Source: an optimization exercise on an open RTL-to-GDS flow (aim: small area). Production flows keep margins and buffers that such runs may drop. Only simulation tests tie the RTL to the original design; equivalence was not proved. Power is estimated from default activity; no workload was simulated.

==> inputs of 04-08 <==
## top
module top #(
    parameter CNT_MAX = 6'd63
) (
    input  wire clk,
    input  wire rst_n,
    input  wire [7:0] key,
    input  wire uart_rx,
    output wire uart_tx,
    output reg [4:0] state,
    input  uart_tx_rst_n,
    input  uart_rx_rst_n,
    input  send_one,
    input  send_two,
    input  wire [1:0] mode,
    output reg input_error,
    output uart_tx_work,
    output uart_rx_work,
    output work
);
clock: 44.0 ns
lec_check: 0
abc_area: 1
cap_margin: 0
core_margin: 2
core_utilization: 75
cts_buf_list: sky130_fd_sc_hd__clkbuf_8
cts_cluster_diameter: 50
cts_cluster_size: 16
place_density: 0.82
slew_margin: 0
standard.sh (not shown) runs the stock make flow with config.mk's settings and CLKGATE_MAP_FILE= SYNTH_SCRIPT=/design/flow/synth_recipe.tcl, a recipe that flattens the netlist after the stock synthesis.
==> flow/flow/run.sh <==
#!/bin/bash
set -euo pipefail
export CTS_ARGS="-sink_clustering_enable -repair_clock_nets -dont_use_dummy_load -sink_clustering_size 16 -sink_clustering_max_diameter 50 -buf_list sky130_fd_sc_hd__clkbuf_8"
bash standard.sh > standard.log 2>&1
==> inputs of 03-19, as changes to 04-08 <==
==> flow/flow/run.sh (replaced) <==
#!/bin/bash
set -euo pipefail
rm -rf myscripts
cp -r "$FLOW_HOME/scripts" myscripts
cp flow/abc_area.script myscripts/abc_area.script
export CTS_ARGS="-sink_clustering_enable -repair_clock_nets -dont_use_dummy_load -sink_clustering_size 16 -sink_clustering_max_diameter 50 -buf_list sky130_fd_sc_hd__clkbuf_8"
bash standard.sh "SCRIPTS_DIR=$PWD/myscripts" finish > standard.log 2>&1
==> flow/flow/abc_area.script (new file) <==
strash
dch -f
map -a
strash
dch -f
map -a
strash
dch -f
amap
topo
Settings changed: CAP_MARGIN 0 to 20, SLEW_MARGIN 0 to 20.
==> comparison <==
- In 04-08 the non-clock buffer count is lower than in 03-19, by 18.
- Against 03-19, the fmax of 04-08 is lower by about 3%.
- Against 04-08, the synthesized cell count of 03-19 is smaller by 13%.
- Between 03-19 and 04-08, the lower first-iteration DRC count is in 04-08 (gap 22%, measured against 04-08).
- In 03-19 the hold slack is higher than in 04-08, by 0.0075 ns.
==> figures <==
Outcome: 03-19 timing/DRC/antenna clean; 04-08 timing/DRC/antenna clean
Share of total power consumed by net switching: 03-19 20.0%; 04-08 20.2%
Portion of total power attributed to combinational logic: 03-19 0.3%; 04-08 0.7%
Routed wl met3: 03-19 14.6 mm; 04-08 12.0 mm
Seq group: 03-19 1.86 mW; 04-08 1.87 mW
Initial standard-cell utilization of the core: 03-19 75.5%; 04-08 76.0%
Total clock buffers created by CTS: 03-19 156; 04-08 158
Post-synthesis mux area share: 03-19 0%; 04-08 0.104%
DRC violation total after the first TritonRoute iteration: 03-19 4947; 04-08 4046
Fraction of synthesized cell area in xor and xnor cells: 03-19 0%; 04-08 1.07%
Design internal power: 03-19 2.18 mW; 04-08 2.19 mW


==> v35 <==
Starting RTL as in the previous note.
export LEC_CHECK = 0
export ABC_AREA = 1
export CAP_MARGIN = 20
export CORE_MARGIN = 2
export CORE_UTILIZATION = 75
export CTS_BUF_LIST = sky130_fd_sc_hd__clkbuf_8
export CTS_CLUSTER_DIAMETER = 50
export CTS_CLUSTER_SIZE = 16
export PLACE_DENSITY = 0.82
export SLEW_MARGIN = 20
create_clock -name core_clock -period 44.0 [get_ports {clk}]
==> flow/flow/run.sh <==
#!/bin/bash
set -euo pipefail
export CTS_ARGS="-sink_clustering_enable -repair_clock_nets -dont_use_dummy_load -sink_clustering_size 16 -sink_clustering_max_diameter 50 -buf_list sky130_fd_sc_hd__clkbuf_8"
bash standard.sh > standard.log 2>&1
==> v30: changes against v35 <==
==> flow/flow/run.sh (replaced) <==
#!/bin/bash
set -euo pipefail
export RECOVER_POWER=100
export CTS_ARGS="-sink_clustering_enable -repair_clock_nets -dont_use_dummy_load -sink_clustering_size 16 -sink_clustering_max_diameter 50 -buf_list sky130_fd_sc_hd__clkbuf_8"
bash standard.sh > standard.log 2>&1
==> notes <==
- v30 reached the layout checks and failed them: max-capacitance violations, max-slew violations. v35 produced a clean layout.
- Clock power is about the same in v30 and v35.
- Hold slack: v30 is worse than v35 (0.00077 ns).
- Against v30, the setup slack of v35 is higher by 3.4 ns.
- Cell count is about the same in v35 and v30.
- Via count is about the same in v35 and v30.
==> figures <==
| quantity | v35 | v30 |
|---|---|---|
| Run status | timing/DRC/antenna clean | failed layout checks |
| Layout check failures | - | max-capacitance violations, max-slew violations |
| Non-clock buffer area fraction after layout | 0.7149% | 0.6183% |
| Post-detailed-route wirelength per cell | 22.81 um | 22.81 um |
| Number of cell instances on the worst register-to-register path | 36 | 32 |
| Internal | 0.002191 W | 0.002191 W |
| Switching share of total power | 20.24% | 20.25% |
| Number of max-slew violations in the final report | 0 | 303 |
| Final std cell area, no fill | 0.06266 mm2 | 0.06253 mm2 |
| Total chip power | 0.002748 W | 0.002747 W |
| Post-Route M1 WL | 51.77 mm | 51.79 mm |
| Clock-pin transition on the worst setup and hold timing paths | 0.09 ns | 0.10 ns |
| Maximum single-stage delay on the critical path | 0.81 ns | 3.78 ns |

separate check: timing with driven ports:
The results above use ideal ports. As a check the final layouts listed here were re-extracted and re-timed, cells and wires unchanged. Step 1 (the two cells are an assumption about what drives the block):
set clk [get_ports {clk}]
set_driving_cell -lib_cell sky130_fd_sc_hd__clkbuf_16 $clk
set_driving_cell -lib_cell sky130_fd_sc_hd__buf_2 [delete_from_list [all_inputs] $clk]
Step 2 adds t to the input delays and takes it off the output delays; t is the mean of the earliest and latest rising clock arrival at the registers after step 1. Input paths then give back, and output paths get back, about the clock's delay inside the block. Slacks: ideal ports / drivers / drivers and shift; pairs: ideal ports / drivers.
| run | t (ns) | slack for setup (ns) | worst setup path at the end |
|---|---|---|---|
| 04-08 | 0.847 | 24.404 / 24.382 / 24.382 | input to output |
| 03-19 | 0.881 | 24.995 / 24.974 / 24.974 | input to output |
| v35 | 0.849 | 24.863 / 24.824 / 24.824 | input to output |
| v30 | 0.849 | 21.471 / 21.401 / 21.401 | input to output |
For v30, which loses most, drivers alone change the setup slack by -0.070 ns; drivers and shift together by -0.070 ns.
